This is an optimization exercise on Yosys and OpenROAD, whose aim is small area, not a production implementation.
At most, simulation tests tie the RTL to the original design; equivalence was not proved.
Only the layout flow was run in runs 3 to 5; the RTL was not checked for function there.

==> design.v <==
`timescale 1ps / 1ps
module sqrt
#(
    parameter integer D_W = 32
)
(
    input  wire                clk,
    input  wire                rst,
    input  wire                enable,
    input  wire                in_valid,
    input  wire [D_W-1:0]      qin,
    output wire                out_valid,
    output wire [(D_W>>1)-1:0] qout
);
reg [4:0] v;
always @(posedge clk) begin
    if (rst) v <= 5'd0;
    else if (enable) v <= {v[3:0], in_valid};
end
assign out_valid = v[4];
wire [1:0] a0 = qin[31:30];
wire [1:0] t0 = a0 - 2'd1;
wire ge0 = a0 != 2'd0;
wire [0:0] q1 = ge0;
wire [1:0] r1 = ge0 ? t0[1:0] : a0[1:0];
wire [3:0] a1 = {r1, qin[29:28]};
wire [4:0] t1 = {1'b0, a1} - {2'b00, q1, 2'b01};
wire ge1 = ~t1[4];
wire [1:0] q2 = {q1, ge1};
wire [2:0] r2 = ge1 ? t1[2:0] : a1[2:0];
wire [4:0] a2 = {r2, qin[27:26]};
wire [5:0] t2 = {1'b0, a2} - {2'b00, q2, 2'b01};
wire ge2 = ~t2[5];
wire [2:0] q3 = {q2, ge2};
wire [3:0] r3 = ge2 ? t2[3:0] : a2[3:0];
wire [5:0] a3 = {r3, qin[25:24]};
wire [6:0] t3 = {1'b0, a3} - {2'b00, q3, 2'b01};
wire ge3 = ~t3[6];
wire [3:0] q4 = {q3, ge3};
wire [4:0] r4 = ge3 ? t3[4:0] : a3[4:0];
reg [3:0] q_s0;
reg [4:0] r_s0;
reg [23:0] x_s0;
always @(posedge clk) begin
    if (enable) begin
        q_s0 <= q4;
        r_s0 <= r4;
        x_s0 <= qin[23:0];
    end
end
wire [8:0] a4 = {r_s0, x_s0[23:20]};
wire [9:0] u4_1 = {1'b0, a4} - {2'b00, q_s0, 3'b001};
wire [9:0] u4_2 = {1'b0, a4} - {1'b0, q_s0, 4'b0100};
wire [9:0] u4_3 = {1'b0, a4} - {1'b0, q_s0, 4'b1001} - {2'b00, q_s0, 3'b000};
wire c4_1 = ~u4_1[9];
wire c4_2 = ~u4_2[9];
wire c4_3 = ~u4_3[9];
wire [1:0] d4 = {c4_2, c4_3 | (c4_1 & ~c4_2)};
wire [5:0] q6 = {q_s0, d4};
wire [6:0] r6 = c4_3 ? u4_3[6:0] : c4_2 ? u4_2[6:0] : c4_1 ? u4_1[6:0] : a4[6:0];
wire [8:0] a6 = {r6, x_s0[19:18]};
wire [9:0] t6 = {1'b0, a6} - {2'b00, q6, 2'b01};
wire ge6 = ~t6[9];
wire [6:0] q7 = {q6, ge6};
wire [7:0] r7 = ge6 ? t6[7:0] : a6[7:0];
reg [6:0] q_s1;
reg [7:0] r_s1;
reg [17:0] x_s1;
always @(posedge clk) begin
    if (enable) begin
        q_s1 <= q7;
        r_s1 <= r7;
        x_s1 <= x_s0[17:0];
    end
end
wire [11:0] a7 = {r_s1, x_s1[17:14]};
wire [12:0] u7_1 = {1'b0, a7} - {2'b00, q_s1, 3'b001};
wire [12:0] u7_2 = {1'b0, a7} - {1'b0, q_s1, 4'b0100};
wire [12:0] u7_3 = {1'b0, a7} - {1'b0, q_s1, 4'b1001} - {2'b00, q_s1, 3'b000};
wire c7_1 = ~u7_1[12];
wire c7_2 = ~u7_2[12];
wire c7_3 = ~u7_3[12];
wire [1:0] d7 = {c7_2, c7_3 | (c7_1 & ~c7_2)};
wire [8:0] q9 = {q_s1, d7};
wire [9:0] r9 = c7_3 ? u7_3[9:0] : c7_2 ? u7_2[9:0] : c7_1 ? u7_1[9:0] : a7[9:0];
wire [11:0] a9 = {r9, x_s1[13:12]};
wire [12:0] t9 = {1'b0, a9} - {2'b00, q9, 2'b01};
wire ge9 = ~t9[12];
wire [9:0] q10 = {q9, ge9};
wire [10:0] r10 = ge9 ? t9[10:0] : a9[10:0];
reg [9:0] q_s2;
reg [10:0] r_s2;
reg [11:0] x_s2;
always @(posedge clk) begin
    if (enable) begin
        q_s2 <= q10;
        r_s2 <= r10;
        x_s2 <= x_s1[11:0];
    end
end
wire [12:0] a10 = {r_s2, x_s2[11:10]};
wire [13:0] t10 = {1'b0, a10} - {2'b00, q_s2, 2'b01};
wire ge10 = ~t10[13];
wire [10:0] q11 = {q_s2, ge10};
wire [11:0] r11 = ge10 ? t10[11:0] : a10[11:0];
wire [13:0] a11 = {r11, x_s2[9:8]};
wire [14:0] t11 = {1'b0, a11} - {2'b00, q11, 2'b01};
wire ge11 = ~t11[14];
wire [11:0] q12 = {q11, ge11};
wire [12:0] r12 = ge11 ? t11[12:0] : a11[12:0];
reg [11:0] q_s3;
reg [12:0] r_s3;
reg [7:0] x_s3;
always @(posedge clk) begin
    if (enable) begin
        q_s3 <= q12;
        r_s3 <= r12;
        x_s3 <= x_s2[7:0];
    end
end
wire [14:0] a12 = {r_s3, x_s3[7:6]};
wire [15:0] t12 = {1'b0, a12} - {2'b00, q_s3, 2'b01};
wire ge12 = ~t12[15];
wire [12:0] q13 = {q_s3, ge12};
wire [13:0] r13 = ge12 ? t12[13:0] : a12[13:0];
wire [15:0] a13 = {r13, x_s3[5:4]};
wire [16:0] t13 = {1'b0, a13} - {2'b00, q13, 2'b01};
wire ge13 = ~t13[16];
wire [13:0] q14 = {q13, ge13};
wire [14:0] r14 = ge13 ? t13[14:0] : a13[14:0];
reg [13:0] q_s4;
reg [14:0] r_s4;
reg [3:0] x_s4;
always @(posedge clk) begin
    if (enable) begin
        q_s4 <= q14;
        r_s4 <= r14;
        x_s4 <= x_s3[3:0];
    end
end
wire [18:0] a14 = {r_s4, x_s4[3:0]};
wire [19:0] u14_1 = {1'b0, a14} - {2'b00, q_s4, 3'b001};
wire [19:0] u14_2 = {1'b0, a14} - {1'b0, q_s4, 4'b0100};
wire [19:0] u14_3 = {1'b0, a14} - {1'b0, q_s4, 4'b1001} - {2'b00, q_s4, 3'b000};
wire c14_1 = ~u14_1[19];
wire c14_2 = ~u14_2[19];
wire c14_3 = ~u14_3[19];
wire [1:0] d14 = {c14_2, c14_3 | (c14_1 & ~c14_2)};
wire [15:0] q16 = {q_s4, d14};
assign qout = q16;
endmodule
==> flow/run.sh <==
#!/bin/bash
# Own layout flow: the standard ORFS flow with two changes.
#  1. Synthesis is synth_recipe.tcl (the standard synthesis) except that its
#     ABC pass uses flow/area.abc, an area-oriented mapping script (dch +
#     amap, then ABC's usual timing-driven buffering and sizing), instead of
#     ORFS's abc_speed.script.  Registers are not touched by ABC.
#  2. The port buffers are the smallest buffer cell (buf_1).
# Every tool's output goes to run.log here; ORFS's per-step logs stay under
# orfs/logs/.
set -euo pipefail
cd "$(dirname "$0")/.."
work=$(pwd)
cat > my_synth.tcl <<EOT
proc abc {args} {
  set i [lsearch -exact \$args -script]
  if {\$i >= 0} { lset args [expr {\$i + 1}] $work/flow/area.abc }
  yosys abc {*}\$args
}
source $work/synth_recipe.tcl
EOT
bash standard.sh SYNTH_SCRIPT=$work/my_synth.tcl \
  BUFFER_PORTS_ARGS="-buffer_cell sky130_fd_sc_hd__buf_1" finish > run.log 2>&1
==> flow/area.abc <==
strash
dch
amap
topo
stime -c
buffer -c
upsize -c
dnsize -c
==> standard.sh <==
#!/bin/bash
# synth_recipe.tcl (not shown) runs the flow's synth.tcl, then flattens the netlist and writes it again
# the make line also repeats each setting of config.mk as NAME=value (left out here)
make -C /OpenROAD-flow-scripts/flow DESIGN_CONFIG=/design/flow/config.mk WORK_HOME=/design/flow/orfs CLKGATE_MAP_FILE= SYNTH_SCRIPT=/design/flow/synth_recipe.tcl "${@:-finish}"
==> config.mk <==
export PLATFORM = sky130hd
export DESIGN_NAME = sqrt
export DESIGN_NICKNAME = sqrt
export VERILOG_FILES = /design/flow/design.v
export SDC_FILE = /design/flow/constraint.sdc
export NUM_CORES = 4
export LEC_CHECK = 0
export CAP_MARGIN = 20
export CORE_MARGIN = 2
export CORE_UTILIZATION = 40
export CTS_BUF_LIST = sky130_fd_sc_hd__clkbuf_8
export SLEW_MARGIN = 20
==> constraint.sdc <==
create_clock -name core_clock -period 5.0 [get_ports {clk}]
set_input_delay 1.0000 -clock core_clock [delete_from_list [all_inputs] [get_ports {clk}]]
set_output_delay 1.0000 -clock core_clock [all_outputs]
set_load 0.01 [all_outputs]
==> results of run 1 <==
## layer usage
layer  share of wire (%)  track usage, %
met1                  45           20.11
met2                  50           29.26
met3                 2.5           2.430
met4                 2.1           5.567
met5                   0               0
## synth_stat cells (2+ instances only)
library cell  instances
a2111oi_0             5
a2111oi_2             2
a2111oi_4             2
a211oi_1              7
a21o_1                9
a21oi_1             115
a221oi_1              3
a22oi_1               9
a31oi_1               5
a31oi_4               2
and2_1                5
buf_2                 3
buf_4                 2
clkbuf_1              7
dfxtp_1               5
edfxtp_1            165
fa_1                 22
ha_1                163
inv_1               196
inv_2                 7
nand2_1              95
nand2b_1              2
nand4_1               4
nor2_1              130
nor2b_1               2
nor3_1               20
o21a_1               17
o21ai_0              64
o21ai_1               8
o21bai_1             13
o221ai_1              3
o22a_1               19
o22ai_1              73
o31ai_1              10
o31ai_2               3
o32ai_1               9
o32ai_2               3
o41ai_1               2
or3_1                 2
xnor2_1               2
## worst paths after layout
| check | end | cells after the start | startpoint |
|---|---|---|---|
| setup / recovery | r_s2[7] | 28 | q_s1[0] |
| setup reg to reg | r_s2[7] | 28 | q_s1[0] |
| hold / removal | x_s3[5] | 0 | x_s2[5] |
| hold reg to reg | x_s3[5] | 0 | x_s2[5] |
## through the flow
stage | setup TNS, ns | setup slack, ns | std cells
final | -2.090 | -0.1978 | 1777
after global routing | -5.830 | -0.5246 | 1776
after CTS | 0 | 0.01185 | 1752
after detailed placement | -0.7319 | -0.1074 | 1715
after global placement | 0 | 0.04861 | 1715
after floorplan | 0 | 0.001730 | 1238
## cell families after synthesis
family	Yosys count	synth area share, %
AO/OA/AOI/OAI	395	21.63
XOR/XNOR	2	0.1445
adder cells (fa/ha/maj)	185	20.46
buffers and inverters	218	6.927
flip-flops	170	41.71
AND/OR/NAND/NOR	268	9.136
## flip-flops by register name, summed over array words and instances (netlist names), 11 cells and up
signal and flops:
q_s3 12, r_s4 15, x_s1 18, r_s2 11, x_s0 24, x_s2 12
r_s3 13, q_s4 14
## final cells by class
cell class                 count  area (sq um)  area share [%]
multi-input combinational    850          6507           46.37
sequential                   170          5055           36.02
timing repair buffer         128         812.0           5.786
inverter                     205         774.5           5.518
tap                          390         488.0           3.477
clock buffer                  17         234.0           1.667
clock inverter                14         148.9           1.061
timing repair inverter         2         12.51         0.08915
antenna                        1         2.502         0.01783
## timing repair
item | CTS | global route
cloned | 0 | 2
setup endpoints to repair | 12 | 22
pin swaps | 4 | 47
setup buffers | 6 | 22
gates resized for setup | 5 | 69
hold buffers | 0 | 0
==> impl_metrics.py, run 1 <==
metrics = {
    "synthesis": {
        "syn-cell-area_sq_um": 12120,
        "synthCells": 1238,
        "ys_dominant_reg_cell": "edfxtp_1",
        "yosys_warnings": 1,
        "yosys-top-cells-area": "edfxtp_1, ha_1, inv_1",
        "syn_area_per_cell_sq_um": 9.790,
        "yosysTopAreaCell": "edfxtp_1",
        "synthDistinctLibCells": 63,
        "synth-seq-area-share_pct": 41.71,
        "synth.net_count": 1459,
        "ys_ff_latch": 170,
        "async_flop_share_pct": 0,
        "synth_edf_count": 165,
        "synth_top_cell_area_share_pct": 40.88,
    },
    "sta": {
        "finalHoldViolations": 0,
        "period_share_pct": 104.0,
        "finalMaxSlewViolations": 0,
        "whs_ns": 0.4220,
        "setup_viol_count_final": 12,
        "max_freq_mhz": 192.4,
        "fin_crit_ns": 5.198,
        "finClkSkew_ns": 0.02040,
        "max_slew_margin_pct": 38.60,
        "rsz0062_at_grt": "true",
        "worst_slack_ns": -0.1978,
        "worstMarginPinSlew_ns": 0.9210,
    },
    "final_layout": {
        "layout_commonest_cell": "inv_1",
        "layout-drive-gt1-share_pct": 13.56,
        "synthToLayoutAreaGrowth_pct": 15.79,
        "fillers": 2762,
        "layout_common_cells": "inv_1, edfxtp_1, ha_1, nor2_1, a21oi_1",
        "fin_util_pct": 47.23,
        "nets": 1595,
        "final_area_sq_um": 14030,
    },
    "detailed_routing": {
        "drc_errors": 0,
        "routedWlPerCell_microns": 14.52,
        "first_pass_iters": 6,
        "ant_nets": 0,
        "routed_wl_microns": 25810,
        "first_iter_violations": 429,
        "routed_via_density": 5.138,
        "vias": 9131,
    },
    "run": {
        "maxCapViolations": 0,
    },
    "clocking": {
        "clock-root-buffer": "clkbuf_8",
        "clock_latency_ns": 0.47,
        "clk_pin_slew_ns": 0.11,
        "cts_tree": "yes",
        "htreeDepth": 4,
        "cts_buffer_depth": 2,
        "clock_sinks": 170,
        "cts_buffers": 17,
    },
    "floorplan": {
        "coreArea_sq_um": 29720,
        "die_h_microns": 178.1,
        "die_area_sq_um": 31710,
        "ioPinCount": 53,
        "row_count": 63,
        "initial_core_util_pct": 40.79,
        "die_w_microns": 178.1,
    },
    "global_route": {
        "grt_pass1_wl_microns": 41450,
        "gr-usage-all-layers_pct": 16.37,
        "grt_max_degree": 68,
        "antenna_found_initial": 1,
        "grt-ovfl-total": 0,
        "grt_pass1_vias": 8877,
    },
    "placed_design": {
        "port_buffers": 52,
        "placed_area_sq_um": 13130,
        "hpwl_microns": 19850,
        "place_congestion": 0.9044,
    },
    "status": {
        "violations": "negative setup slack",
        "status": "complete, but fails checks",
    },
    "setup_path": {
        "crit_buf_inv": 6,
        "path_max_fanout": 5,
        "worstPathArrival_ns": 5.42,
        "end_kind": "register",
        "cp.required_ns": 5.22,
        "cp_slowest_stage_delay_ns": 0.61,
        "critPathKind": "reg -> reg",
        "reg2reg_slack_ns": -0.20,
        "cp-start-kind": "register",
        "critPathTopFamily": "compound AO/OA/AOI/OAI gates",
        "crit_slowest_cell": "fa_1",
    },
    "hold_path": {
        "hp-class": "reg -> reg",
    },
}
==> run 2: changes to the inputs <==
--- a/flow/run.sh
+++ b/flow/run.sh
@@ -4,3 +4,3 @@
 #     ABC pass uses flow/area.abc, an area-oriented mapping script (dch +
-#     amap, then ABC's usual timing-driven buffering and sizing), instead of
+#     map -a, then ABC's usual timing-driven buffering and sizing), instead of
 #     ORFS's abc_speed.script.  Registers are not touched by ABC.
==> flow/area.abc (replaced) <==
strash
dch
map -a
topo
stime -c
buffer -c
upsize -c
dnsize -c
==> impl_metrics.py, run 2 <==
metrics = {
    "placed_design": {
        "place_congestion": 0.9392,
        "post-place-ws_ns": 0.01593,
        "port_buffers": 52,
        "place_inst": 1815,
        "hpwl_microns": 20880,
        "placed_area_sq_um": 13370,
    },
    "sta": {
        "period_share_pct": 92.01,
        "finalHoldViolations": 0,
        "fin_crit_ns": 4.600,
        "setup_viol_count_final": 0,
        "max_slew_margin_pct": 50.32,
        "max_freq_mhz": 217.4,
        "finalMaxSlewViolations": 0,
        "whs_ns": 0.4224,
        "timing.setup.tns_ns": 0,
        "worst_slack_ns": 0.3997,
        "worstMarginPinSlew_ns": 0.7451,
        "finClkSkew_ns": 0.01614,
    },
    "detailed_routing": {
        "first_iter_violations": 442,
        "routed_wl_microns": 25870,
        "routed_via_density": 5.006,
        "ant_nets": 0,
        "vias": 9246,
        "routedWlPerCell_microns": 14.01,
        "first_pass_iters": 4,
        "drc_errors": 0,
    },
    "clocking": {
        "cts_buffers": 17,
        "cts_resized": 1,
        "cts_buffer_depth": 2,
        "clock_sinks": 170,
        "cts_tree": "yes",
        "clk_pin_slew_ns": 0.11,
        "clock-root-buffer": "clkbuf_8",
        "htreeDepth": 4,
        "cts_setup_buffers": 0,
        "cts_hold_buf": 0,
        "clock_latency_ns": 0.47,
    },
    "global_route": {
        "grt_pass1_vias": 9129,
        "gr-usage-all-layers_pct": 16.22,
        "antenna_found_initial": 0,
        "grt-ovfl-total": 0,
        "grt_pass1_wl_microns": 43210,
        "grt_max_degree": 98,
    },
    "final_layout": {
        "synthToLayoutAreaGrowth_pct": 10.63,
        "layout-drive-gt1-share_pct": 7.236,
        "diodes": 0,
        "fin_util_pct": 45.14,
        "largest-register": "x_s0",
        "seq_area_sq_um": 5055,
        "fillers": 2947,
        "stdcell_count": 1847,
        "layout_common_cells": "inv_1, edfxtp_1, ha_1, a21oi_1, nor2_1",
        "nets": 1659,
        "final_area_sq_um": 13840,
        "multi_input_comb_area_sq_um": 6549,
        "top_regs": "x_s0 (24), x_s1 (18), r_s4 (15)",
        "layout_commonest_cell": "inv_1",
        "largest_reg_flops": 24,
    },
    "synthesis": {
        "synth-seq-area-share_pct": 40.39,
        "syn-cell-area_sq_um": 12510,
        "syn_area_per_cell_sq_um": 9.256,
        "ys_ff_latch": 170,
        "synthCells": 1352,
        "synthTopCellsByCount": "inv_1, edfxtp_1, ha_1, a21oi_1, nor2_1",
        "yosys_warnings": 1,
        "yosys-top-cells-area": "edfxtp_1, ha_1, inv_1",
        "ys_dominant_reg_cell": "edfxtp_1",
        "synth_top_cell_area_share_pct": 39.59,
        "yosysMostFrequentCell": "inv_1",
        "async_flop_share_pct": 0,
        "synthDistinctLibCells": 56,
        "yosysTopAreaCell": "edfxtp_1",
        "synth.net_count": 1573,
        "synth_edf_count": 165,
    },
    "hold_path": {
        "min_to": "x_s1[11]",
        "hold_depth": 0,
        "hold_start": "x_s0[11]",
        "hp-class": "reg -> reg",
    },
    "floorplan": {
        "row_count": 64,
        "die_w_microns": 180.9,
        "die_area_sq_um": 32720,
        "die_h_microns": 180.9,
        "coreArea_sq_um": 30670,
        "ioPinCount": 53,
        "initial_core_util_pct": 40.80,
    },
    "setup_path": {
        "path_max_fanout": 11,
        "cp-start-kind": "register",
        "end_kind": "register",
        "reg2reg_slack_ns": 0.40,
        "critPathKind": "reg -> reg",
        "cp.required_ns": 5.35,
        "reg2regPathDepth": 24,
        "reg2reg_from": "q_s0[3]",
        "worstPathArrival_ns": 4.95,
        "r2r_end": "r_s1[1]",
    },
    "run": {
        "maxCapViolations": 0,
    },
    "status": {
        "status": "timing/DRC/antenna clean",
    },
}
run 2: logic make-up (layout without fill, tap and decap cells):
group	Yosys count	in the layout	synth area share (%)
buf+inv	244	343	7.519
compound gates	320	320	14.67
fa+ha+maj	185	185	19.82
mux	2	2	0.1600
flops	170	170	40.39
simple gates	350	350	11.72
xor+xnor	81	81	5.729
run 2: worst max path at each step:
stage               startpoint      end  slack [ns]  depth (start not counted)
floorplan              q_s1[3]  r_s2[5]        0.65                         28
global route           q_s0[3]  r_s1[1]       -0.01                         24
finish                 q_s0[3]  r_s1[1]        0.40                         24
detailed placement     q_s1[2]  r_s2[5]        0.02                         27
CTS                    q_s1[4]  r_s2[5]        0.01                         27
global placement       q_s1[2]  r_s2[9]        0.23                         26
run 2: cell type report:
| cell class | count | area share, % |
|---|---|---|
| well taps | 396 | 3.579 |
| flip-flops and latches | 170 | 36.51 |
| clock buffers | 17 | 1.690 |
| inverters | 228 | 6.218 |
| clock inverters | 15 | 1.491 |
| repair buffers | 83 | 3.208 |
| multi-input cells | 938 | 47.30 |
run 2: worst max-delay path, stage by stage, from the launching register on:
cell	delay, ns
edfxtp_1	0.50
inv_1	0.20
fa_1	0.46
ha_1	0.35
a21oi_1	0.17
o31a_1	0.15
nand3_1	0.15
inv_1	0.23
nor2_1	0.09
a31oi_2	0.22
ha_1	0.28
o21ai_0	0.08
nand2_1	0.09
a21oi_1	0.14
inv_1	0.06
a21oi_1	0.19
o21ai_0	0.13
a21oi_1	0.15
inv_1	0.07
nand2_1	0.07
nand3_1	0.09
buf_4	0.19
buf_4	0.14
a21oi_1	0.15
buf_4	0.13
run 2: per-layer routing:
metal	routed length [microns]	global-route usage [%]	part of all wire (%)
met4	520	4.710	2.0
met2	12820	28.56	50
met1	11770	20.41	46
met3	755	2.701	2.9
met5	0	0	0
==> run 3: changes to the inputs <==
--- a/design.v
+++ b/design.v
@@ -100,46 +100,36 @@
 end
-wire [12:0] a10 = {r_s2, x_s2[11:10]};
-wire [13:0] t10 = {1'b0, a10} - {2'b00, q_s2, 2'b01};
-wire ge10 = ~t10[13];
-wire [10:0] q11 = {q_s2, ge10};
-wire [11:0] r11 = ge10 ? t10[11:0] : a10[11:0];
-wire [13:0] a11 = {r11, x_s2[9:8]};
-wire [14:0] t11 = {1'b0, a11} - {2'b00, q11, 2'b01};
-wire ge11 = ~t11[14];
-wire [11:0] q12 = {q11, ge11};
-wire [12:0] r12 = ge11 ? t11[12:0] : a11[12:0];
-reg [11:0] q_s3;
-reg [12:0] r_s3;
-reg [7:0] x_s3;
+wire [14:0] a10 = {r_s2, x_s2[11:8]};
+wire [15:0] u10_1 = {1'b0, a10} - {2'b00, q_s2, 3'b001};
+wire [15:0] u10_2 = {1'b0, a10} - {1'b0, q_s2, 4'b0100};
+wire [15:0] u10_3 = {1'b0, a10} - {1'b0, q_s2, 4'b1001} - {2'b00, q_s2, 3'b000};
+wire c10_1 = ~u10_1[15];
+wire c10_2 = ~u10_2[15];
+wire c10_3 = ~u10_3[15];
+wire [1:0] d10 = {c10_2, c10_3 | (c10_1 & ~c10_2)};
+wire [11:0] q12 = {q_s2, d10};
+wire [12:0] r12 = c10_3 ? u10_3[12:0] : c10_2 ? u10_2[12:0] : c10_1 ? u10_1[12:0] : a10[12:0];
+wire [14:0] a12 = {r12, x_s2[7:6]};
+wire [15:0] t12 = {1'b0, a12} - {2'b00, q12, 2'b01};
+wire ge12 = ~t12[15];
+wire [12:0] q13 = {q12, ge12};
+wire [13:0] r13 = ge12 ? t12[13:0] : a12[13:0];
+reg [12:0] q_s3;
+reg [13:0] r_s3;
+reg [5:0] x_s3;
 always @(posedge clk) begin
     if (enable) begin
-        q_s3 <= q12;
-        r_s3 <= r12;
-        x_s3 <= x_s2[7:0];
+        q_s3 <= q13;
+        r_s3 <= r13;
+        x_s3 <= x_s2[5:0];
     end
 end
-wire [14:0] a12 = {r_s3, x_s3[7:6]};
-wire [15:0] t12 = {1'b0, a12} - {2'b00, q_s3, 2'b01};
-wire ge12 = ~t12[15];
-wire [12:0] q13 = {q_s3, ge12};
-wire [13:0] r13 = ge12 ? t12[13:0] : a12[13:0];
-wire [15:0] a13 = {r13, x_s3[5:4]};
-wire [16:0] t13 = {1'b0, a13} - {2'b00, q13, 2'b01};
+wire [15:0] a13 = {r_s3, x_s3[5:4]};
+wire [16:0] t13 = {1'b0, a13} - {2'b00, q_s3, 2'b01};
 wire ge13 = ~t13[16];
-wire [13:0] q14 = {q13, ge13};
+wire [13:0] q14 = {q_s3, ge13};
 wire [14:0] r14 = ge13 ? t13[14:0] : a13[14:0];
-reg [13:0] q_s4;
-reg [14:0] r_s4;
-reg [3:0] x_s4;
-always @(posedge clk) begin
-    if (enable) begin
-        q_s4 <= q14;
-        r_s4 <= r14;
-        x_s4 <= x_s3[3:0];
-    end
-end
-wire [18:0] a14 = {r_s4, x_s4[3:0]};
-wire [19:0] u14_1 = {1'b0, a14} - {2'b00, q_s4, 3'b001};
-wire [19:0] u14_2 = {1'b0, a14} - {1'b0, q_s4, 4'b0100};
-wire [19:0] u14_3 = {1'b0, a14} - {1'b0, q_s4, 4'b1001} - {2'b00, q_s4, 3'b000};
+wire [18:0] a14 = {r14, x_s3[3:0]};
+wire [19:0] u14_1 = {1'b0, a14} - {2'b00, q14, 3'b001};
+wire [19:0] u14_2 = {1'b0, a14} - {1'b0, q14, 4'b0100};
+wire [19:0] u14_3 = {1'b0, a14} - {1'b0, q14, 4'b1001} - {2'b00, q14, 3'b000};
 wire c14_1 = ~u14_1[19];
@@ -148,4 +138,10 @@
 wire [1:0] d14 = {c14_2, c14_3 | (c14_1 & ~c14_2)};
-wire [15:0] q16 = {q_s4, d14};
-assign qout = q16;
+wire [15:0] q16 = {q14, d14};
+reg [15:0] q_s4;
+always @(posedge clk) begin
+    if (enable) begin
+        q_s4 <= q16;
+    end
+end
+assign qout = q_s4;
 endmodule
==> run.sh (new file) <==
#!/bin/bash
# synth_recipe.tcl (not shown) runs the flow's synth.tcl, then flattens the netlist and writes it again
# the make line also repeats each setting of config.mk as NAME=value (left out here)
make -C /OpenROAD-flow-scripts/flow DESIGN_CONFIG=/design/flow/config.mk WORK_HOME=/design/flow/orfs CLKGATE_MAP_FILE= SYNTH_SCRIPT=/design/flow/synth_recipe.tcl finish
removed: flow/run.sh
removed: flow/area.abc
removed: standard.sh
==> impl_metrics.py, run 3 <==
metrics = {
    "status": {
        "status": "timing/DRC/antenna clean",
    },
    "hold_path": {
        "hp-class": "reg -> reg",
    },
    "detailed_routing": {
        "routed_via_density": 5.172,
        "ant_nets": 0,
        "routed_wl_microns": 30600,
        "first_pass_iters": 5,
        "drc_errors": 0,
        "first_iter_violations": 568,
        "routedWlPerCell_microns": 15.88,
        "vias": 9967,
    },
    "global_route": {
        "grt_max_degree": 94,
        "grt_pass1_vias": 9875,
        "antenna_found_initial": 1,
        "grt-ovfl-total": 0,
        "grt_pass1_wl_microns": 48620,
        "gr-usage-all-layers_pct": 18.08,
    },
    "synthesis": {
        "synth-seq-area-share_pct": 34.63,
        "ys_dominant_reg_cell": "edfxtp_1",
        "yosys_warnings": 1,
        "async_flop_share_pct": 0,
        "synthCells": 1270,
        "ys_ff_latch": 153,
        "synthTopCellsByCount": "ha_1, edfxtp_1, inv_1, a21oi_1, nor2_1",
        "yosysMostFrequentCell": "ha_1",
        "synthDistinctLibCells": 79,
        "synth_edf_count": 148,
        "synth_top_cell_area_share_pct": 33.87,
        "yosysTopAreaCell": "edfxtp_1",
        "syn_area_per_cell_sq_um": 10.33,
        "yosys-top-cells-area": "edfxtp_1, ha_1, xnor2_1",
        "syn-cell-area_sq_um": 13120,
        "synth.net_count": 1511,
    },
    "floorplan": {
        "row_count": 66,
        "initial_core_util_pct": 40.43,
        "die_h_microns": 185.1,
        "ioPinCount": 53,
        "die_area_sq_um": 34270,
        "coreArea_sq_um": 32450,
        "die_w_microns": 185.1,
    },
    "clocking": {
        "cts_buffer_depth": 2,
        "cts_buffers": 17,
        "htreeDepth": 4,
        "clock_latency_ns": 0.49,
        "cts_tree": "yes",
        "clock_sinks": 153,
        "clk_pin_slew_ns": 0.10,
        "clock-root-buffer": "clkbuf_8",
        "cts_hold_buf": 0,
    },
    "sta": {
        "finalMaxSlewViolations": 0,
        "period_share_pct": 97.49,
        "worstMarginPinSlew_ns": 0.8809,
        "fin_crit_ns": 4.875,
        "finClkSkew_ns": 0.01536,
        "rsz0062_at_grt": "true",
        "timing.setup.tns_ns": 0,
        "finalHoldViolations": 0,
        "setup_viol_count_final": 0,
        "max_slew_margin_pct": 41.27,
        "max_freq_mhz": 205.1,
    },
    "setup_path": {
        "end_kind": "register",
        "cp-start-kind": "register",
        "cp.required_ns": 5.24,
        "reg2reg_slack_ns": 0.13,
        "critPathKind": "reg -> reg",
        "worstPathArrival_ns": 5.11,
        "path_max_fanout": 7,
    },
    "final_layout": {
        "final_area_sq_um": 15890,
        "largest_reg_flops": 24,
        "top_regs": "x_s0 (24), x_s1 (18), q_s4 (16)",
        "fillers": 2966,
        "synthToLayoutAreaGrowth_pct": 21.10,
        "layout-drive-gt1-share_pct": 19.33,
        "nets": 1713,
        "largest-register": "x_s0",
        "layout_common_cells": "ha_1, buf_4, edfxtp_1, inv_1, a21oi_1",
        "layout_commonest_cell": "ha_1",
        "fin_util_pct": 48.96,
        "diodes": 0,
    },
    "placed_design": {
        "place_congestion": 0.8968,
        "port_buffers": 52,
        "placed_area_sq_um": 15100,
        "hpwl_microns": 24250,
    },
    "run": {
        "maxCapViolations": 0,
    },
}
## run 3: cell count changes after synthesis, moves of 26 or more
cell	previous run	this run
nand2_1	133	62
nor2_1	146	80
inv_1	224	132
mux2_2	0	27
mux2i_1	2	32
a21oi_1	156	84
a21o_1	2	28
xnor2_1	17	75
xor2_1	63	28
## run 3: metrics by stage
step | hold slack (ns) | setup WS [ns] | std cells
2_1_floorplan | 0.4003 | 0.1203 | 1270
3_3_place_gp | 0.4009 | -0.06332 | 1881
3_5_place_dp | 0.4045 | -0.1323 | 1881
4_1_cts | 0.4193 | 0.004780 | 1915
5_1_grt | 0.4223 | -0.04749 | 1927
6_report | 0.4139 | 0.1253 | 1927
## run 3: path summary, 6_finish.rpt
path            from  endpoint  depth (start not counted)
max          r_s2[0]   r_s3[2]                         20
max reg2reg  r_s2[0]   r_s3[2]                         20
min          x_s0[6]   x_s1[6]                          0
min reg2reg  x_s0[6]   x_s1[6]                          0
## run 3: routing by layer
layer	track usage [%]	share of wire, %	vias up
li1	-	-	5058
met1	23.03	45	4718
met2	31.31	49	149
met3	2.438	2.5	42
met4	6.571	2.7	0
met5	0	0	-
## run 3: cell families (layout without fill, tap and decap cells)
group / after synthesis / count (layout) / share of synthesized area, %
AO/OA/AOI/OAI: 315 / 317 / 16.22
buffers and inverters: 152 / 365 / 4.692
flip-flops: 153 / 153 / 34.63
adder cells (fa/ha/maj): 205 / 205 / 21.26
XOR/XNOR: 103 / 103 / 6.875
AND/OR/NAND/NOR: 269 / 269 / 10.16
multiplexers: 73 / 73 / 6.160
## run 3: what timing repair did
| item | 4_1_cts | 5_1_grt |
|---|---|---|
| gates resized for setup | 13 | 60 |
| cloned | 1 | 1 |
| setup buffers | 1 | 11 |
| pin swaps | 2 | 14 |
| endpoints found under the setup margin | 14 | 28 |
## run 3: layout make-up
type                    instances  area, sq um  share of cell area, %
well taps                     442        553.0                  3.480
repair buffers                200         1633                  10.28
clock inverters                15        173.9                  1.094
clock buffers                  17        234.0                  1.472
inverters                     133        509.2                  3.205
flip-flops and latches        153         4544                  28.60
multi-input cells             967         8243                  51.87
## run 3: worst max-delay path: stages (launching register included)
cell and delay (ns):
edfxtp_1 0.50, fa_1 0.50, ha_2 0.35, o21a_1 0.12, nor2_1 0.05, or3_4 0.38, and3_4 0.20, buf_4 0.15
o21a_2 0.26, o21ai_0 0.11, a2bb2oi_2 0.25, ha_4 0.17, nand3_1 0.07, a21o_1 0.19, a31oi_2 0.22, nand4_1 0.15
a21boi_2 0.21, o21ai_2 0.08, buf_4 0.14, o211ai_4 0.18, mux2_4 0.34
==> run 4: changes to the inputs <==
--- a/config.mk
+++ b/config.mk
@@ -10,3 +10,2 @@
 export CORE_UTILIZATION = 40
-export CTS_BUF_LIST = sky130_fd_sc_hd__clkbuf_8
 export SLEW_MARGIN = 20
==> impl_metrics.py, run 4 <==
metrics = {
    "synthesis": {
        "syn-cell-area_sq_um": 13120,
        "yosysMostFrequentCell": "ha_1",
        "synthTopCellsByCount": "ha_1, edfxtp_1, inv_1, a21oi_1, nor2_1",
        "synth.net_count": 1511,
        "synth_edf_count": 148,
        "syn_area_per_cell_sq_um": 10.33,
        "yosysTopAreaCell": "edfxtp_1",
        "yosys-top-cells-area": "edfxtp_1, ha_1, xnor2_1",
        "synthDistinctLibCells": 79,
        "synth_top_cell_area_share_pct": 33.87,
        "yosys_warnings": 1,
        "ys_ff_latch": 153,
        "async_flop_share_pct": 0,
        "synth-seq-area-share_pct": 34.63,
        "synthCells": 1270,
        "ys_dominant_reg_cell": "edfxtp_1",
    },
    "setup_path": {
        "crit_buf_inv": 2,
        "critPathTopFamily": "compound AO/OA/AOI/OAI gates",
        "cp-start-kind": "register",
        "cp_slowest_stage_delay_ns": 0.51,
        "path_cells": "fa_1 > ha_2 > o21a_1 > nor2_1 > or3_4 > and3_4 > buf_4 > o211ai_1 > a21boi_2 > xnor2_1 > ha_2 > nand3_1 > a21o_1 > a31oi_2 > nand4_1 > a21boi_2 > o21ai_2 > buf_4 > o211ai_4 > mux2_2",
        "end_kind": "register",
        "r2r_end": "r_s3[5]",
        "reg2reg_slack_ns": 0.11,
        "reg2regPathDepth": 20,
        "reg2reg_from": "r_s2[0]",
        "worstPathArrival_ns": 5.08,
        "critPathLaunch": "r_s2[0]",
        "path_max_fanout": 7,
        "crit_slowest_cell": "fa_1",
        "cp.required_ns": 5.19,
        "critPathKind": "reg -> reg",
    },
    "clocking": {
        "clock_sinks": 153,
        "clk_pin_slew_ns": 0.07,
        "htreeDepth": 4,
        "cts_buffers": 17,
        "cts_hold_buf": 0,
        "clock-root-buffer": "clkbuf_16",
        "cts_tree": "yes",
        "clock_latency_ns": 0.45,
        "cts_buffer_depth": 2,
    },
    "sta": {
        "finClkSkew_ns": 0.01110,
        "max_freq_mhz": 204.7,
        "finalMaxSlewViolations": 0,
        "whs_ns": 0.4121,
        "rsz0062_at_grt": "true",
        "period_share_pct": 97.72,
        "finalHoldViolations": 0,
        "worstMarginPinSlew_ns": 0.8814,
        "timing.setup.tns_ns": 0,
        "fin_crit_ns": 4.886,
        "max_slew_margin_pct": 41.24,
        "setup_viol_count_final": 0,
    },
    "floorplan": {
        "row_count": 66,
        "coreArea_sq_um": 32450,
        "die_area_sq_um": 34270,
        "die_h_microns": 185.1,
        "die_w_microns": 185.1,
        "initial_core_util_pct": 40.43,
        "ioPinCount": 53,
    },
    "final_layout": {
        "layout_common_cells": "ha_1, buf_4, edfxtp_1, inv_1, a21oi_1",
        "final_area_sq_um": 16050,
        "largest_reg_flops": 24,
        "diodes": 0,
        "layout_commonest_cell": "ha_1",
        "nets": 1714,
        "layout-drive-gt1-share_pct": 19.38,
        "stdcell_count": 1928,
        "top_regs": "x_s0 (24), x_s1 (18), q_s4 (16)",
        "largest-register": "x_s0",
        "synthToLayoutAreaGrowth_pct": 22.30,
    },
    "placed_design": {
        "placed_area_sq_um": 15100,
        "hpwl_microns": 24250,
        "port_buffers": 52,
        "place_congestion": 0.8968,
        "place_inst": 1881,
    },
    "detailed_routing": {
        "routed_via_density": 5.179,
        "vias": 9986,
        "wl_met1_microns": 13950,
        "routed_wl_microns": 30530,
        "routedWlPerCell_microns": 15.83,
        "route.met3.wl_microns": 858,
        "first_pass_iters": 5,
        "met2_length_microns": 15010,
        "first_iter_violations": 554,
        "ant_nets": 0,
        "drc_errors": 0,
        "highest-signal-layer": "met4",
    },
    "hold_path": {
        "hold_start": "x_s2[5]",
        "hold_depth": 0,
        "min_to": "x_s3[5]",
        "hp-class": "reg -> reg",
    },
    "global_route": {
        "gr-usage-all-layers_pct": 18.17,
        "grt_pass1_vias": 9888,
        "grt_max_degree": 94,
        "antenna_found_initial": 1,
        "grt-ovfl-total": 0,
        "grt_pass1_wl_microns": 48770,
    },
    "run": {
        "maxCapViolations": 0,
    },
    "status": {
        "status": "timing/DRC/antenna clean",
    },
}
-- run 4: what timing repair did --
action | 4_1_cts | 5_1_grt
resized for setup | 13 | 49
setup buffers | 1 | 12
endpoints found under the setup margin | 14 | 28
cloned | 1 | 1
pin swaps | 2 | 12
-- run 4: area by class of cell --
class | instances | area [sq um]
clock inverters | 15 | 173.9
fillers | 2959 | 16410
well taps | 442 | 553.0
inverters | 133 | 501.7
clock buffers | 17 | 425.4
repair buffers | 201 | 1640
multi-input cells | 967 | 8209
flip-flops and latches | 153 | 4544
-- run 4: how the worst max path moves through the flow --
stage | slack (ns) | endpoint | cells after the start
4_1_cts | 0.009 | r_s3[12] | 17
2_1_floorplan | 0.12 | r_s3[10] | 22
6_report | 0.11 | r_s3[5] | 20
5_1_grt | -0.06 | q_s4[0] | 21
3_3_place_gp | -0.06 | r_s3[3] | 20
3_5_place_dp | -0.13 | r_s3[12] | 19
-- run 4: stage by stage --
stage	setup WS, ns	util (%)
2_1_floorplan	0.1203	-
3_3_place_gp	-0.06332	46.53
3_5_place_dp	-0.1323	46.53
4_1_cts	0.009348	48.52
5_1_grt	-0.05915	49.45
6_report	0.1141	49.45
-- run 4: logic make-up (layout without fill, tap and decap cells) --
family | Yosys count | after routing | share of synthesized area, %
AO/OA/AOI/OAI | 315 | 317 | 16.22
buffers and inverters | 152 | 366 | 4.692
adder cells (fa/ha/maj) | 205 | 205 | 21.26
multiplexers | 73 | 73 | 6.160
XOR/XNOR | 103 | 103 | 6.875
AND/OR/NAND/NOR | 269 | 269 | 10.16
flip-flops | 153 | 153 | 34.63
-- run 4: metal layers --
layer | track usage, % | vias up
met5 | 0 | -
met1 | 23.06 | 4727
li1 | - | 5062
met2 | 31.46 | 162
met3 | 3.048 | 35
met4 | 5.905 | 0
==> run 5: changes to the inputs <==
--- a/design.v
+++ b/design.v
@@ -20,12 +20,12 @@
 assign out_valid = v[4];
-wire [1:0] a0 = qin[31:30];
-wire [1:0] t0 = a0 - 2'd1;
-wire ge0 = a0 != 2'd0;
-wire [0:0] q1 = ge0;
-wire [1:0] r1 = ge0 ? t0[1:0] : a0[1:0];
-wire [3:0] a1 = {r1, qin[29:28]};
-wire [4:0] t1 = {1'b0, a1} - {2'b00, q1, 2'b01};
-wire ge1 = ~t1[4];
-wire [1:0] q2 = {q1, ge1};
-wire [2:0] r2 = ge1 ? t1[2:0] : a1[2:0];
+wire [3:0] a0 = qin[31:28];
+wire [4:0] u0_1 = {1'b0, a0} - 5'd1;
+wire [4:0] u0_2 = {1'b0, a0} - 5'd4;
+wire [4:0] u0_3 = {1'b0, a0} - 5'd9;
+wire c0_1 = ~u0_1[4];
+wire c0_2 = ~u0_2[4];
+wire c0_3 = ~u0_3[4];
+wire [1:0] d0 = {c0_2, c0_3 | (c0_1 & ~c0_2)};
+wire [1:0] q2 = d0;
+wire [2:0] r2 = c0_3 ? u0_3[2:0] : c0_2 ? u0_2[2:0] : c0_1 ? u0_1[2:0] : a0[2:0];
 wire [4:0] a2 = {r2, qin[27:26]};
@@ -110,26 +110,36 @@
 wire [12:0] r12 = c10_3 ? u10_3[12:0] : c10_2 ? u10_2[12:0] : c10_1 ? u10_1[12:0] : a10[12:0];
-wire [14:0] a12 = {r12, x_s2[7:6]};
-wire [15:0] t12 = {1'b0, a12} - {2'b00, q12, 2'b01};
-wire ge12 = ~t12[15];
-wire [12:0] q13 = {q12, ge12};
-wire [13:0] r13 = ge12 ? t12[13:0] : a12[13:0];
-reg [12:0] q_s3;
-reg [13:0] r_s3;
-reg [5:0] x_s3;
+reg [11:0] q_s3;
+reg [12:0] r_s3;
+reg [7:0] x_s3;
 always @(posedge clk) begin
     if (enable) begin
-        q_s3 <= q13;
-        r_s3 <= r13;
-        x_s3 <= x_s2[5:0];
+        q_s3 <= q12;
+        r_s3 <= r12;
+        x_s3 <= x_s2[7:0];
     end
 end
-wire [15:0] a13 = {r_s3, x_s3[5:4]};
-wire [16:0] t13 = {1'b0, a13} - {2'b00, q_s3, 2'b01};
-wire ge13 = ~t13[16];
-wire [13:0] q14 = {q_s3, ge13};
-wire [14:0] r14 = ge13 ? t13[14:0] : a13[14:0];
-wire [18:0] a14 = {r14, x_s3[3:0]};
-wire [19:0] u14_1 = {1'b0, a14} - {2'b00, q14, 3'b001};
-wire [19:0] u14_2 = {1'b0, a14} - {1'b0, q14, 4'b0100};
-wire [19:0] u14_3 = {1'b0, a14} - {1'b0, q14, 4'b1001} - {2'b00, q14, 3'b000};
+wire [16:0] a12 = {r_s3, x_s3[7:4]};
+wire [17:0] u12_1 = {1'b0, a12} - {2'b00, q_s3, 3'b001};
+wire [17:0] u12_2 = {1'b0, a12} - {1'b0, q_s3, 4'b0100};
+wire [17:0] u12_3 = {1'b0, a12} - {1'b0, q_s3, 4'b1001} - {2'b00, q_s3, 3'b000};
+wire c12_1 = ~u12_1[17];
+wire c12_2 = ~u12_2[17];
+wire c12_3 = ~u12_3[17];
+wire [1:0] d12 = {c12_2, c12_3 | (c12_1 & ~c12_2)};
+wire [13:0] q14 = {q_s3, d12};
+wire [14:0] r14 = c12_3 ? u12_3[14:0] : c12_2 ? u12_2[14:0] : c12_1 ? u12_1[14:0] : a12[14:0];
+reg [13:0] q_s4;
+reg [14:0] r_s4;
+reg [3:0] x_s4;
+always @(posedge clk) begin
+    if (enable) begin
+        q_s4 <= q14;
+        r_s4 <= r14;
+        x_s4 <= x_s3[3:0];
+    end
+end
+wire [18:0] a14 = {r_s4, x_s4[3:0]};
+wire [19:0] u14_1 = {1'b0, a14} - {2'b00, q_s4, 3'b001};
+wire [19:0] u14_2 = {1'b0, a14} - {1'b0, q_s4, 4'b0100};
+wire [19:0] u14_3 = {1'b0, a14} - {1'b0, q_s4, 4'b1001} - {2'b00, q_s4, 3'b000};
 wire c14_1 = ~u14_1[19];
@@ -138,10 +148,4 @@
 wire [1:0] d14 = {c14_2, c14_3 | (c14_1 & ~c14_2)};
-wire [15:0] q16 = {q14, d14};
-reg [15:0] q_s4;
-always @(posedge clk) begin
-    if (enable) begin
-        q_s4 <= q16;
-    end
-end
-assign qout = q_s4;
+wire [15:0] q16 = {q_s4, d14};
+assign qout = q16;
 endmodule
==> impl_metrics.py, run 5 <==
metrics = {
    "clocking": {
        "cts_buffers": 17,
        "cts_tree": "yes",
        "htreeDepth": 4,
        "clock-root-buffer": "clkbuf_16",
        "clock_sinks": 170,
        "cts_hold_buf": 0,
        "clock_latency_ns": 0.44,
        "cts_buffer_depth": 2,
        "clk_pin_slew_ns": 0.08,
    },
    "synthesis": {
        "yosys_warnings": 1,
        "yosysMostFrequentCell": "ha_1",
        "yosys-top-cells-area": "edfxtp_1, ha_1, fa_1",
        "synth_top_cell_area_share_pct": 34.59,
        "async_flop_share_pct": 0,
        "syn_area_per_cell_sq_um": 10.50,
        "synth-seq-area-share_pct": 35.28,
        "yosysTopAreaCell": "edfxtp_1",
        "synthCells": 1364,
        "synth.net_count": 1634,
        "synthTopCellsByCount": "ha_1, edfxtp_1, inv_1, a21oi_1, nor2_1",
        "ys_dominant_reg_cell": "edfxtp_1",
        "syn-cell-area_sq_um": 14330,
        "synth_edf_count": 165,
        "ys_ff_latch": 170,
        "synthDistinctLibCells": 84,
    },
    "hold_path": {
        "min_to": "x_s1[10]",
        "hold_start": "x_s0[10]",
        "hold_depth": 0,
        "hp-class": "reg -> reg",
    },
    "sta": {
        "finalMaxSlewViolations": 0,
        "worstMarginPinSlew_ns": 0.8905,
        "rsz0062_at_grt": "false",
        "setup_viol_count_final": 0,
        "finalHoldViolations": 0,
        "max_freq_mhz": 207.3,
        "period_share_pct": 96.46,
        "fin_crit_ns": 4.823,
        "whs_ns": 0.4147,
        "finClkSkew_ns": 0.01735,
        "max_slew_margin_pct": 40.44,
    },
    "final_layout": {
        "top_regs": "x_s0 (24), x_s1 (18), r_s4 (15)",
        "layout_commonest_cell": "ha_1",
        "largest_reg_flops": 24,
        "layout-drive-gt1-share_pct": 10.68,
        "synthToLayoutAreaGrowth_pct": 14.31,
        "fillers": 3326,
        "multi_input_comb_area_sq_um": 8820,
        "seq_area_sq_um": 5055,
        "diodes": 0,
        "nets": 1727,
        "final_area_sq_um": 16380,
        "layout_common_cells": "ha_1, edfxtp_1, inv_1, a21oi_1, nor2_1",
        "largest-register": "x_s0",
    },
    "setup_path": {
        "worstPathArrival_ns": 5.00,
        "critPathLaunch": "r_s1[0]",
        "r2r_end": "r_s2[2]",
        "path_max_fanout": 7,
        "cp.required_ns": 5.18,
        "reg2reg_slack_ns": 0.18,
        "reg2regPathDepth": 17,
        "critPathKind": "reg -> reg",
        "cp-start-kind": "register",
        "end_kind": "register",
        "reg2reg_from": "r_s1[0]",
    },
    "detailed_routing": {
        "routed_via_density": 5.347,
        "first_pass_iters": 5,
        "routedWlPerCell_microns": 15.71,
        "ant_nets": 0,
        "first_iter_violations": 405,
        "routed_wl_microns": 30340,
        "vias": 10330,
        "drc_errors": 0,
    },
    "floorplan": {
        "row_count": 69,
        "die_w_microns": 193.3,
        "ioPinCount": 53,
        "initial_core_util_pct": 40.47,
        "die_h_microns": 193.3,
        "die_area_sq_um": 37350,
        "coreArea_sq_um": 35400,
    },
    "global_route": {
        "grt_pass1_wl_microns": 50600,
        "antenna_found_initial": 0,
        "gr-usage-all-layers_pct": 16.31,
        "grt-ovfl-total": 0,
        "grt_max_degree": 89,
        "grt_pass1_vias": 10380,
    },
    "status": {
        "status": "timing/DRC/antenna clean",
    },
    "placed_design": {
        "place_congestion": 0.8758,
        "port_buffers": 52,
        "hpwl_microns": 24370,
        "placed_area_sq_um": 15530,
    },
    "run": {
        "maxCapViolations": 0,
    },
}
==> run 5: cell types whose count changed in the layout (fill, tap and decap cells not counted), sizes merged, moves of 10 or more <==
cell	change
fa	+12
a211oi	+14
xor2	+10
a21oi	+17
nor3	+12
inv	-22
edfxtp	+17
mux2	-19
ha	+17
buf	-106
==> run 5: through the flow <==
stage	setup WS [ns]	TNS (ns)	util [%]	std cells
2_1_floorplan	0.2622	0	-	1364
3_3_place_gp	0.07619	0	43.88	1882
3_5_place_dp	-0.08840	-0.4719	43.88	1882
4_1_cts	0.02942	0	45.71	1916
5_1_grt	0.005193	0	46.26	1931
6_report	0.1769	0	46.26	1931
==> run 5: cells by family after synthesis <==
kind of cell | synth area share [%]
buffers and inverters | 3.799
and+or+nand+nor | 10.25
xor gates and xnor gates | 6.786
muxes | 4.079
AOI/OAI and AO/OA | 17.16
adders and majority gates | 22.64
DFF | 35.28
==> run 5: area by class of cell <==
type,instances,share of cell area [%]
Multi-Input combinational cell,1059,53.86
Inverter,114,2.613
Tap cell,461,3.522
Timing Repair Buffer,95,5.280
Clock buffer,17,2.598
Sequential cell,170,30.87
Clock inverter,15,1.261
==> run 5: worst max-delay path by stage <==
| stage | end | slack [ns] | cells after the start |
|---|---|---|---|
| finish | r_s2[2] | 0.18 | 17 |
| global route | r_s2[7] | 0.005 | 19 |
| CTS | r_s1[2] | 0.03 | 18 |
| detailed placement | r_s2[2] | -0.09 | 18 |
| global placement | r_s2[2] | 0.08 | 18 |
| floorplan | r_s2[3] | 0.26 | 18 |
==> run 5: timing repair <==
item	4_1_cts	5_1_grt
endpoints found under the setup margin	9	18
buffers inserted	2	14
gates resized for setup	0	22
gates cloned	0	1
pin swaps	1	10
==> run 5: metal layers <==
metal	track usage [%]	routed length [microns]
met4	4.128	489
met1	19.51	13320
met5	0	0
met3	2.336	827
met2	30.50	15710
==> run 5: worst max-delay path, stage by stage (launching register included) <==
cell and delay, ns:
edfxtp_1 0.47, fa_1 0.56, ha_4 0.31, nand3_1 0.11, o211ai_2 0.24, nor2b_1 0.10
o31ai_4 0.42, o21ai_0 0.16, xnor2_1 0.23, ha_1 0.30, o21ai_0 0.16, a21oi_1 0.09
o41ai_2 0.24, buf_4 0.18, o21ai_1 0.11, a221oi_2 0.35, buf_6 0.19, mux2_2 0.34

-- re-timing with driven ports --
The results above use ideal ports. As a check the final layouts listed here were re-extracted and re-timed, cells and wires unchanged. Step 1 assumes that a clkbuf_16 drives the clock port and a buf_2 every other input. Step 2 adds t to the input delays and takes it off the output delays; t is the mean of the earliest and latest rising clock arrival at the registers after step 1. Input paths then give back, and output paths get back, about the clock's delay inside the block. Slacks: no drivers / after step 1 / after step 2; pairs: no drivers / after step 1.
| run | t, ns | slack for setup (ns) | worst setup path after step 2 | latest minus earliest clock arrival (ns) | worst slew at a driven data input, ns |
|---|---|---|---|---|---|
| run 1 | 0.506 | -0.198 / -0.198 / -0.198 | register to register | 0.020 / 0.021 | 0.04 |
| run 2 | 0.506 | 0.400 / 0.400 / 0.400 | register to register | 0.017 / 0.017 | 0.06 |
| run 3 | 0.530 | 0.125 / 0.125 / 0.125 | register to register | 0.018 / 0.017 | 0.04 |
| run 4 | 0.490 | 0.114 / 0.114 / 0.114 | register to register | 0.012 / 0.012 | 0.04 |
| run 5 | 0.482 | 0.177 / 0.177 / 0.081 | input to register | 0.018 / 0.018 | 0.04 |
For run 5, which loses most, drivers alone change the setup slack by 0.000 ns; drivers and shift together by -0.096 ns.
